Source: an optimization exercise on an open RTL-to-GDS flow (aim: small area, a short achievable clock period and few clock cycles). Production flows keep margins and buffers that such runs may drop. In this exercise RTL edits were held to simulation tests only and were not proved equivalent to the original. No activity file was given, so power comes from the tool's default toggle rates.

==> inputs of run a <==
==> flow/design.v (excerpt) <==
module mnist_conv (
    input  wire        clk,
    input  wire        reset,
    input  wire        start,
    output wire        done,
    input  wire [11:0] img_base,
    input  wire [11:0] krn_base,
    input  wire [11:0] dst_base,
    output wire [11:0] img_addr,
    input  wire [15:0] img_rdata,
    output wire [11:0] krn_addr,
    input  wire [15:0] krn_rdata,
    output wire [11:0] dst_addr,
    output wire [15:0] dst_wdata,
    output wire        dst_we
);
Settings: LEC_CHECK=0, ABC_CLOCK_PERIOD_IN_PS=3000, CAP_MARGIN=20, CORE_MARGIN=2, CORE_UTILIZATION=55, CTS_CLUSTER_DIAMETER=100, CTS_CLUSTER_SIZE=20, SLEW_MARGIN=20; clock period 8.0 ns.
standard.sh (not shown) runs the stock make flow with config.mk's settings and CLKGATE_MAP_FILE= SYNTH_SCRIPT=/design/flow/synth_recipe.tcl, a recipe that flattens the netlist after the stock synthesis.
==> flow/flow/run.sh <==
#!/bin/bash
set -euo pipefail
SETUP_MARGIN=5.3
here=$(pwd)
sed 's/yosys synth -nofsm -noshare {\*}\$args/yosys synth -nofsm -noshare -noabc {*}$args/' \
    synth_recipe.tcl > noabc_synth.tcl
grep -q -- '-noshare -noabc' noabc_synth.tcl
sed -e "s|SYNTH_SCRIPT=[^ ]*|SYNTH_SCRIPT=$here/noabc_synth.tcl SETUP_SLACK_MARGIN=$SETUP_MARGIN|" \
    standard.sh > standard_noabc.sh
grep -q "SYNTH_SCRIPT=$here/noabc_synth.tcl SETUP_SLACK_MARGIN=$SETUP_MARGIN" standard_noabc.sh
bash standard_noabc.sh > flow_make.log 2>&1
==> run b: changes against run a <==
--- a/flow/design.v
+++ b/flow/design.v
@@ -6210,11 +6210,11 @@
             default: kstep = 12'hfee;
         endcase
     end
     always @(posedge clk) begin
         if (!run) begin
-            ka      <= go ? ka + 12'd8 : krn_base;
+            ka      <= go ? krn_base + 12'd8 : krn_base;
             kstream <= 1'b0;
             kd      <= KD_P9;                               
         end else begin
             ka <= ka + kstep;
             if (cnt == 12'd23) kstream <= 1'b1;
@@ -6226,12 +6226,19 @@
                 kd <= ph[1] ? KD_M17 : KD_P9;               
         end
     end
     always @(posedge clk) krd_q <= krn_rdata;
     reg [15:0] ring0 [0:6], ring1 [0:6], ring2 [0:6];
-    wire ld0_direct = run && (cnt == 12'd2 || cnt == 12'd3 || cnt == 12'd4);
-    wire ld0_add    = run && (cnt == 12'd5 || cnt == 12'd6 || cnt == 12'd7);
+    reg       ld0_direct, ld0_add;
+    reg [6:1] ld_q;
+    integer m;
+    always @(posedge clk) begin
+        ld0_direct <= run && (cnt == 12'd1 || cnt == 12'd2 || cnt == 12'd3);
+        ld0_add    <= run && (cnt == 12'd4 || cnt == 12'd5 || cnt == 12'd6);
+        for (m = 1; m < 7; m = m + 1)
+            ld_q[m] <= run && (cnt == 3*m+4 || cnt == 3*m+5 || cnt == 3*m+6);
+    end
     wire [15:0] ring0_sum = ring2[0] + krd_q;
     genvar j;
     generate
         for (j = 0; j < 7; j = j + 1) begin : g_ring
             always @(posedge clk) begin
@@ -6240,13 +6247,12 @@
             end
             if (j == 0) begin : g_r0
                 always @(posedge clk)
                     ring0[0] <= ld0_add ? ring0_sum : (ld0_direct ? krd_q : ring2[0]);
             end else begin : g_rj
-                wire ld = run && (cnt == 3*j+5 || cnt == 3*j+6 || cnt == 3*j+7);
                 always @(posedge clk)
-                    ring0[j] <= ld ? krd_q : ring2[j];
+                    ring0[j] <= ld_q[j] ? krd_q : ring2[j];
             end
         end
     endgenerate
     reg  [4:0]  rrow, rpos;
     reg  [1:0]  mv_q;
--- a/flow/flow/run.sh
+++ b/flow/flow/run.sh
@@ -1,8 +1,8 @@
 #!/bin/bash
 set -euo pipefail
-SETUP_MARGIN=5.3
+SETUP_MARGIN=5.15
 here=$(pwd)
 sed 's/yosys synth -nofsm -noshare {\*}\$args/yosys synth -nofsm -noshare -noabc {*}$args/' \
     synth_recipe.tcl > noabc_synth.tcl
 grep -q -- '-noshare -noabc' noabc_synth.tcl
 sed -e "s|SYNTH_SCRIPT=[^ ]*|SYNTH_SCRIPT=$here/noabc_synth.tcl SETUP_SLACK_MARGIN=$SETUP_MARGIN|" \
CORE_UTILIZATION = 65   (was 55)
==> run c: changes against run a <==
--- a/flow/design.v
+++ b/flow/design.v
@@ -2876,12 +2876,12 @@
     wire s1764;
     wire c1765;
     wire s1766;
     wire c1767;
     wire s1768;
-    wire c1769;
-    wire s1770;
+    wire s1769;
+    wire c1770;
     wire s1771;
     wire c1772;
     wire s1773;
     wire c1774;
     wire s1775;
@@ -6108,34 +6108,34 @@
     always @(posedge clk) st3_q[27] <= s1759;
     always @(posedge clk) st3_q[28] <= s1743;
     always @(posedge clk) st3_q[29] <= c1760;
     always @(posedge clk) st3_q[30] <= s1761;
     always @(posedge clk) st3_q[31] <= s1746;
-    assign s1762 = st3_q[10] ^ st3_q[11] ^ st3_q[12];
-    assign c1763 = (st3_q[10] & st3_q[11]) | (st3_q[12] & (st3_q[10] ^ st3_q[11]));
-    assign s1764 = st3_q[19] ^ st3_q[20] ^ st3_q[21];
-    assign c1765 = (st3_q[19] & st3_q[20]) | (st3_q[21] & (st3_q[19] ^ st3_q[20]));
-    assign s1766 = st3_q[23] ^ st3_q[24] ^ st3_q[25];
-    assign c1767 = (st3_q[23] & st3_q[24]) | (st3_q[25] & (st3_q[23] ^ st3_q[24]));
-    assign s1768 = st3_q[26] ^ st3_q[27] ^ st3_q[28];
-    assign c1769 = (st3_q[26] & st3_q[27]) | (st3_q[28] & (st3_q[26] ^ st3_q[27]));
-    assign s1770 = st3_q[29] ^ st3_q[30] ^ st3_q[31];
-    assign s1771 = st3_q[13] ^ st3_q[14] ^ c1763;
-    assign c1772 = (st3_q[13] & st3_q[14]) | (c1763 & (st3_q[13] ^ st3_q[14]));
+    assign s1762 = ~(st3_q[19] ^ st3_q[20]);
+    assign c1763 = st3_q[19] | st3_q[20];
+    assign s1764 = ~(st3_q[23] ^ st3_q[24]);
+    assign c1765 = st3_q[23] | st3_q[24];
+    assign s1766 = ~(st3_q[26] ^ st3_q[27]);
+    assign c1767 = st3_q[26] | st3_q[27];
+    assign s1768 = ~(st3_q[29] ^ st3_q[30]);
+    assign s1769 = ~(st3_q[10] ^ st3_q[11]);
+    assign c1770 = st3_q[10] | st3_q[11];
+    assign s1771 = ~(st3_q[13] ^ st3_q[14]);
+    assign c1772 = st3_q[13] | st3_q[14];
     assign s1773 = ~(st3_q[15] ^ st3_q[16]);
     assign c1774 = st3_q[15] | st3_q[16];
     assign s1775 = ~(st3_q[17] ^ st3_q[18]);
     assign c1776 = st3_q[17] | st3_q[18];
-    assign s1777 = ~(st3_q[22] ^ s1764);
-    assign c1778 = st3_q[22] | s1764;
-    assign s1779 = ~(c1765 ^ s1766);
-    assign c1780 = c1765 | s1766;
-    assign s1781 = ~(c1767 ^ s1768);
-    assign c1782 = c1767 | s1768;
-    assign s1783 = ~(c1769 ^ s1770);
-    assign fa_x = {c1782, c1780, c1778, c1776, c1774, c1772, s1771, s1762, st3_q[9], st3_q[8], st3_q[7], st3_q[6], st3_q[4], st3_q[3], st3_q[2], st3_q[0]};
-    assign fa_y = {s1783, s1781, s1779, s1777, s1775, s1773, 1'b1, 1'b1, 1'b1, 1'b1, 1'b1, 1'b1, st3_q[5], 1'b1, 1'b1, st3_q[1]};
+    assign s1777 = st3_q[21] ^ st3_q[22] ^ s1762;
+    assign c1778 = (st3_q[21] & st3_q[22]) | (s1762 & (st3_q[21] ^ st3_q[22]));
+    assign s1779 = st3_q[25] ^ c1763 ^ s1764;
+    assign c1780 = (st3_q[25] & c1763) | (s1764 & (st3_q[25] ^ c1763));
+    assign s1781 = st3_q[28] ^ c1765 ^ s1766;
+    assign c1782 = (st3_q[28] & c1765) | (s1766 & (st3_q[28] ^ c1765));
+    assign s1783 = st3_q[31] ^ c1767 ^ s1768;
+    assign fa_x = {c1782, c1780, c1778, c1776, c1774, c1772, c1770, s1769, st3_q[9], st3_q[8], st3_q[7], st3_q[6], st3_q[4], st3_q[3], st3_q[2], st3_q[0]};
+    assign fa_y = {s1783, s1781, s1779, s1777, s1775, s1773, s1771, st3_q[12], 1'b1, 1'b1, 1'b1, 1'b1, st3_q[5], 1'b1, 1'b1, st3_q[1]};
     always @(posedge clk) y <= ~(fa_x + fa_y + 16'd1);
 endmodule
 module mnist_conv (
     input  wire        clk,
     input  wire        reset,
@@ -6210,11 +6210,11 @@
             default: kstep = 12'hfee;
         endcase
     end
     always @(posedge clk) begin
         if (!run) begin
-            ka      <= go ? ka + 12'd8 : krn_base;
+            ka      <= go ? krn_base + 12'd8 : krn_base;
             kstream <= 1'b0;
             kd      <= KD_P9;                               
         end else begin
             ka <= ka + kstep;
             if (cnt == 12'd23) kstream <= 1'b1;
@@ -6226,12 +6226,19 @@
                 kd <= ph[1] ? KD_M17 : KD_P9;               
         end
     end
     always @(posedge clk) krd_q <= krn_rdata;
     reg [15:0] ring0 [0:6], ring1 [0:6], ring2 [0:6];
-    wire ld0_direct = run && (cnt == 12'd2 || cnt == 12'd3 || cnt == 12'd4);
-    wire ld0_add    = run && (cnt == 12'd5 || cnt == 12'd6 || cnt == 12'd7);
+    reg       ld0_direct, ld0_add;
+    reg [6:1] ld_q;
+    integer m;
+    always @(posedge clk) begin
+        ld0_direct <= run && (cnt == 12'd1 || cnt == 12'd2 || cnt == 12'd3);
+        ld0_add    <= run && (cnt == 12'd4 || cnt == 12'd5 || cnt == 12'd6);
+        for (m = 1; m < 7; m = m + 1)
+            ld_q[m] <= run && (cnt == 3*m+4 || cnt == 3*m+5 || cnt == 3*m+6);
+    end
     wire [15:0] ring0_sum = ring2[0] + krd_q;
     genvar j;
     generate
         for (j = 0; j < 7; j = j + 1) begin : g_ring
             always @(posedge clk) begin
@@ -6240,13 +6247,12 @@
             end
             if (j == 0) begin : g_r0
                 always @(posedge clk)
                     ring0[0] <= ld0_add ? ring0_sum : (ld0_direct ? krd_q : ring2[0]);
             end else begin : g_rj
-                wire ld = run && (cnt == 3*j+5 || cnt == 3*j+6 || cnt == 3*j+7);
                 always @(posedge clk)
-                    ring0[j] <= ld ? krd_q : ring2[j];
+                    ring0[j] <= ld_q[j] ? krd_q : ring2[j];
             end
         end
     endgenerate
     reg  [4:0]  rrow, rpos;
     reg  [1:0]  mv_q;
@@ -6266,20 +6272,27 @@
             n1_jmp = n1_first ? 12'hfc5 : 12'hfc7;            
         else
             n1_jmp = 12'hfc9;                                 
     end
     wire [1:0]  mv_cur  = mv_q;
-    wire [11:0] ia_step = ph[0] ? jmp_q : (mv_q == MV_D ? 12'd1 : 12'd28);
+    reg  [11:0] ia_step;
     always @(posedge clk) begin
         if (!rd_on) begin
-            ia    <= img_base;
-            rrow  <= 5'd0;
-            rpos  <= 5'd0;
-            mv_q  <= MV_R;
-            jmp_q <= 12'hfc9;
+            ia      <= img_base;
+            rrow    <= 5'd0;
+            rpos    <= 5'd0;
+            mv_q    <= MV_R;
+            jmp_q   <= 12'hfc9;
+            ia_step <= 12'd28;                                
         end else begin
             ia <= ia + ia_step;
+            if (ph[0])
+                ia_step <= (n1_mv == MV_D) ? 12'd1 : 12'd28;
+            else if (ph[1])
+                ia_step <= (mv_q == MV_D) ? 12'd1 : 12'd28;
+            else
+                ia_step <= jmp_q;
             if (ph[0]) begin
                 rrow  <= n1_row;
                 rpos  <= row_end ? 5'd0 : rpos + 5'd1;
                 mv_q  <= n1_mv;
                 jmp_q <= n1_jmp;
==> flow/flow/run.sh (replaced) <==
#!/bin/bash
# The standard layout (standard.sh) with these changes:
#  * synthesis skips the early "abc -fast" pass inside Yosys's synth command
#    (synth -noabc).  That pass restructures the full-adder trees before
#    extract_fa runs and leaves many inverters between adder cells; without
#    it extract_fa maps the trees cleanly.  Registers (names, count and cell
#    types) are the same as the standard synthesis: the final abc mapping
#    and dfflibmap are unchanged.
set -euo pipefail
SETUP_MARGIN=5.3
here=$(pwd)
sed 's/yosys synth -nofsm -noshare {\*}\$args/yosys synth -nofsm -noshare -noabc {*}$args/' \
    synth_recipe.tcl > noabc_synth.tcl
grep -q -- '-noshare -noabc' noabc_synth.tcl
sed -e "s|SYNTH_SCRIPT=[^ ]*|SYNTH_SCRIPT=$here/noabc_synth.tcl SETUP_SLACK_MARGIN=$SETUP_MARGIN POST_RESIZE_TCL=$here/flow/post_resize.tcl|" \
    standard.sh > standard_noabc.sh
grep -q "POST_RESIZE_TCL=$here/flow/post_resize.tcl" standard_noabc.sh
bash standard_noabc.sh > flow_make.log 2>&1
==> flow/flow/post_resize.tcl (new file) <==
# Flip-flops whose output drives many loads: upsize plain flip-flops to
# dfxtp_4, and give enable flip-flops (edfxtp exists only in size 1) a
# buffer.  Only drive strengths and buffers change.
set hook_db [ord::get_db]
set hook_block [ord::get_db_block]
set hook_ff4 [$hook_db findMaster sky130_fd_sc_hd__dfxtp_4]
set hook_up 0
set hook_buf 0
set hook_nets {}
foreach inst [$hook_block getInsts] {
  set master [[$inst getMaster] getName]
  if {$master ne "sky130_fd_sc_hd__dfxtp_1" && $master ne "sky130_fd_sc_hd__edfxtp_1"} { continue }
  set q [$inst findITerm Q]
  if {$q eq "NULL"} { continue }
  set net [$q getNet]
  if {$net eq "NULL"} { continue }
  set fo [expr {[llength [$net getITerms]] - 1}]
  if {$fo < 8} { continue }
  if {$master eq "sky130_fd_sc_hd__dfxtp_1"} {
    $inst swapMaster $hook_ff4
    incr hook_up
  } else {
    lappend hook_nets [$net getName]
    incr hook_buf
  }
}
foreach n $hook_nets { insert_buffer -buffer_cell sky130_fd_sc_hd__buf_4 -net [get_nets $n] }
puts "post_resize hook: $hook_up flip-flops upsized, $hook_buf buffered"
==> run d: changes against run a <==
--- a/flow/design.v
+++ b/flow/design.v
@@ -6210,11 +6210,11 @@
             default: kstep = 12'hfee;
         endcase
     end
     always @(posedge clk) begin
         if (!run) begin
-            ka      <= go ? ka + 12'd8 : krn_base;
+            ka      <= go ? krn_base + 12'd8 : krn_base;
             kstream <= 1'b0;
             kd      <= KD_P9;                               
         end else begin
             ka <= ka + kstep;
             if (cnt == 12'd23) kstream <= 1'b1;
@@ -6226,12 +6226,19 @@
                 kd <= ph[1] ? KD_M17 : KD_P9;               
         end
     end
     always @(posedge clk) krd_q <= krn_rdata;
     reg [15:0] ring0 [0:6], ring1 [0:6], ring2 [0:6];
-    wire ld0_direct = run && (cnt == 12'd2 || cnt == 12'd3 || cnt == 12'd4);
-    wire ld0_add    = run && (cnt == 12'd5 || cnt == 12'd6 || cnt == 12'd7);
+    reg       ld0_direct, ld0_add;
+    reg [6:1] ld_q;
+    integer m;
+    always @(posedge clk) begin
+        ld0_direct <= run && (cnt == 12'd1 || cnt == 12'd2 || cnt == 12'd3);
+        ld0_add    <= run && (cnt == 12'd4 || cnt == 12'd5 || cnt == 12'd6);
+        for (m = 1; m < 7; m = m + 1)
+            ld_q[m] <= run && (cnt == 3*m+4 || cnt == 3*m+5 || cnt == 3*m+6);
+    end
     wire [15:0] ring0_sum = ring2[0] + krd_q;
     genvar j;
     generate
         for (j = 0; j < 7; j = j + 1) begin : g_ring
             always @(posedge clk) begin
@@ -6240,13 +6247,12 @@
             end
             if (j == 0) begin : g_r0
                 always @(posedge clk)
                     ring0[0] <= ld0_add ? ring0_sum : (ld0_direct ? krd_q : ring2[0]);
             end else begin : g_rj
-                wire ld = run && (cnt == 3*j+5 || cnt == 3*j+6 || cnt == 3*j+7);
                 always @(posedge clk)
-                    ring0[j] <= ld ? krd_q : ring2[j];
+                    ring0[j] <= ld_q[j] ? krd_q : ring2[j];
             end
         end
     endgenerate
     reg  [4:0]  rrow, rpos;
     reg  [1:0]  mv_q;
--- a/flow/flow/run.sh
+++ b/flow/flow/run.sh
@@ -1,8 +1,8 @@
 #!/bin/bash
 set -euo pipefail
-SETUP_MARGIN=5.3
+SETUP_MARGIN=5.15
 here=$(pwd)
 sed 's/yosys synth -nofsm -noshare {\*}\$args/yosys synth -nofsm -noshare -noabc {*}$args/' \
     synth_recipe.tcl > noabc_synth.tcl
 grep -q -- '-noshare -noabc' noabc_synth.tcl
 sed -e "s|SYNTH_SCRIPT=[^ ]*|SYNTH_SCRIPT=$here/noabc_synth.tcl SETUP_SLACK_MARGIN=$SETUP_MARGIN|" \
==> impl_metrics.py <==
metrics = {
    "yosys": {
        "synthesis.area_um2": 54200,
        "synth_compound_area_share_pct": 3.72,
    },
    "pwr": {
        "powerComb_mw": 3.52,
        "p_sw_share_pct": 32.0,
        "power_leakage_nw": 19.1,
    },
    "sta": {
        "fin_crit_sh_pct": 34.8,
    },
    "critical_path": {
        "critPathCapture": "done",
    },
    "status": {
        "status": "no timing/DRC/antenna violations",
    },
}
[end of results for run c]
==> impl_metrics.py <==
metrics = {
    "pwr": {
        "power_leakage_nw": 18.3,
        "powerComb_mw": 2.42,
    },
    "sta": {
        "fin_crit_sh_pct": 35.8,
    },
    "yosys": {
        "synthesis.area_um2": 53600,
    },
    "critical_path": {
        "critPathCapture": "krn_addr[2]",
    },
    "status": {
        "status": "no timing/DRC/antenna violations",
    },
}
[end of results for run a]
==> impl_metrics.py <==
metrics = {
    "sta": {
        "fin_crit_sh_pct": 36.2,
    },
    "status": {
        "status": "no timing/DRC/antenna violations",
    },
    "yosys": {
        "synthesis.area_um2": 53800,
        "synth_compound_area_share_pct": 3.41,
    },
    "pwr": {
        "power_leakage_nw": 18.8,
        "powerComb_mw": 3.34,
    },
    "critical_path": {
        "critPathCapture": "mac.st1_q[81]",
    },
}
[end of results for run b]
==> impl_metrics.py <==
metrics = {
    "status": {
        "status": "no timing/DRC/antenna violations",
    },
    "yosys": {
        "synth_compound_area_share_pct": 3.41,
    },
    "min_path": {
        "holdPathEnd": "ring2[3][8]",
    },
    "place": {
        "place.gp.congestion": 1.01,
    },
    "critical_path": {
        "critPathCapture": "mac.st1_q[102]",
    },
    "sta": {
        "setup_viol": 0,
        "fin_crit_sh_pct": 35.8,
    },
    "pwr": {
        "power_leakage_nw": 18.9,
        "powerComb_mw": 3.26,
    },
    "cells_and_area": {
        "inv_count": 57,
    },
}
[end of results for run d]
Testbench counts of run a, summed over its fixed seeds: cycles 49,416.
Testbench counts of run b, summed over its fixed seeds: cycles 49,416.
Testbench counts of run c, summed over its fixed seeds: cycles 49,416.
Testbench counts of run d, summed over its fixed seeds: cycles 49,416.

-- re-timing with driven ports --
In the flow no input, the clock included, has a driving cell. The finished layouts below were timed again as built, in two steps. Step 1 assumes that a clkbuf_16 drives the clock port and a buf_2 every other input. Step 2 moves the port delays by t, midway between the first and last clock arrival at a register: inputs arrive t later, outputs are due t later. That takes back most of the time a late clock gives input paths. Slacks: ideal / step 1 / step 2; pairs: ideal / step 1.
| run | shift t [ns] | setup slack, ns | latest minus earliest clock arrival (ns) | worst register clock-pin slew, ns |
|---|---|---|---|---|
| run a | 0.788 | 5.132 / 5.054 / 4.767 | 0.068 / 0.067 | 0.10 / 0.10 |
| run b | 0.729 | 5.103 / 5.103 / 4.690 | 0.040 / 0.040 | 0.10 / 0.10 |
| run c | 0.774 | 5.218 / 5.141 / 4.682 | 0.046 / 0.045 | 0.09 / 0.09 |
| run d | 0.760 | 5.138 / 5.126 / 4.738 | 0.040 / 0.040 | 0.10 / 0.10 |
After both steps setup and hold are still met in every run listed. For run c, which loses most, drivers alone change the setup slack by -0.077 ns; drivers and shift together by -0.536 ns.
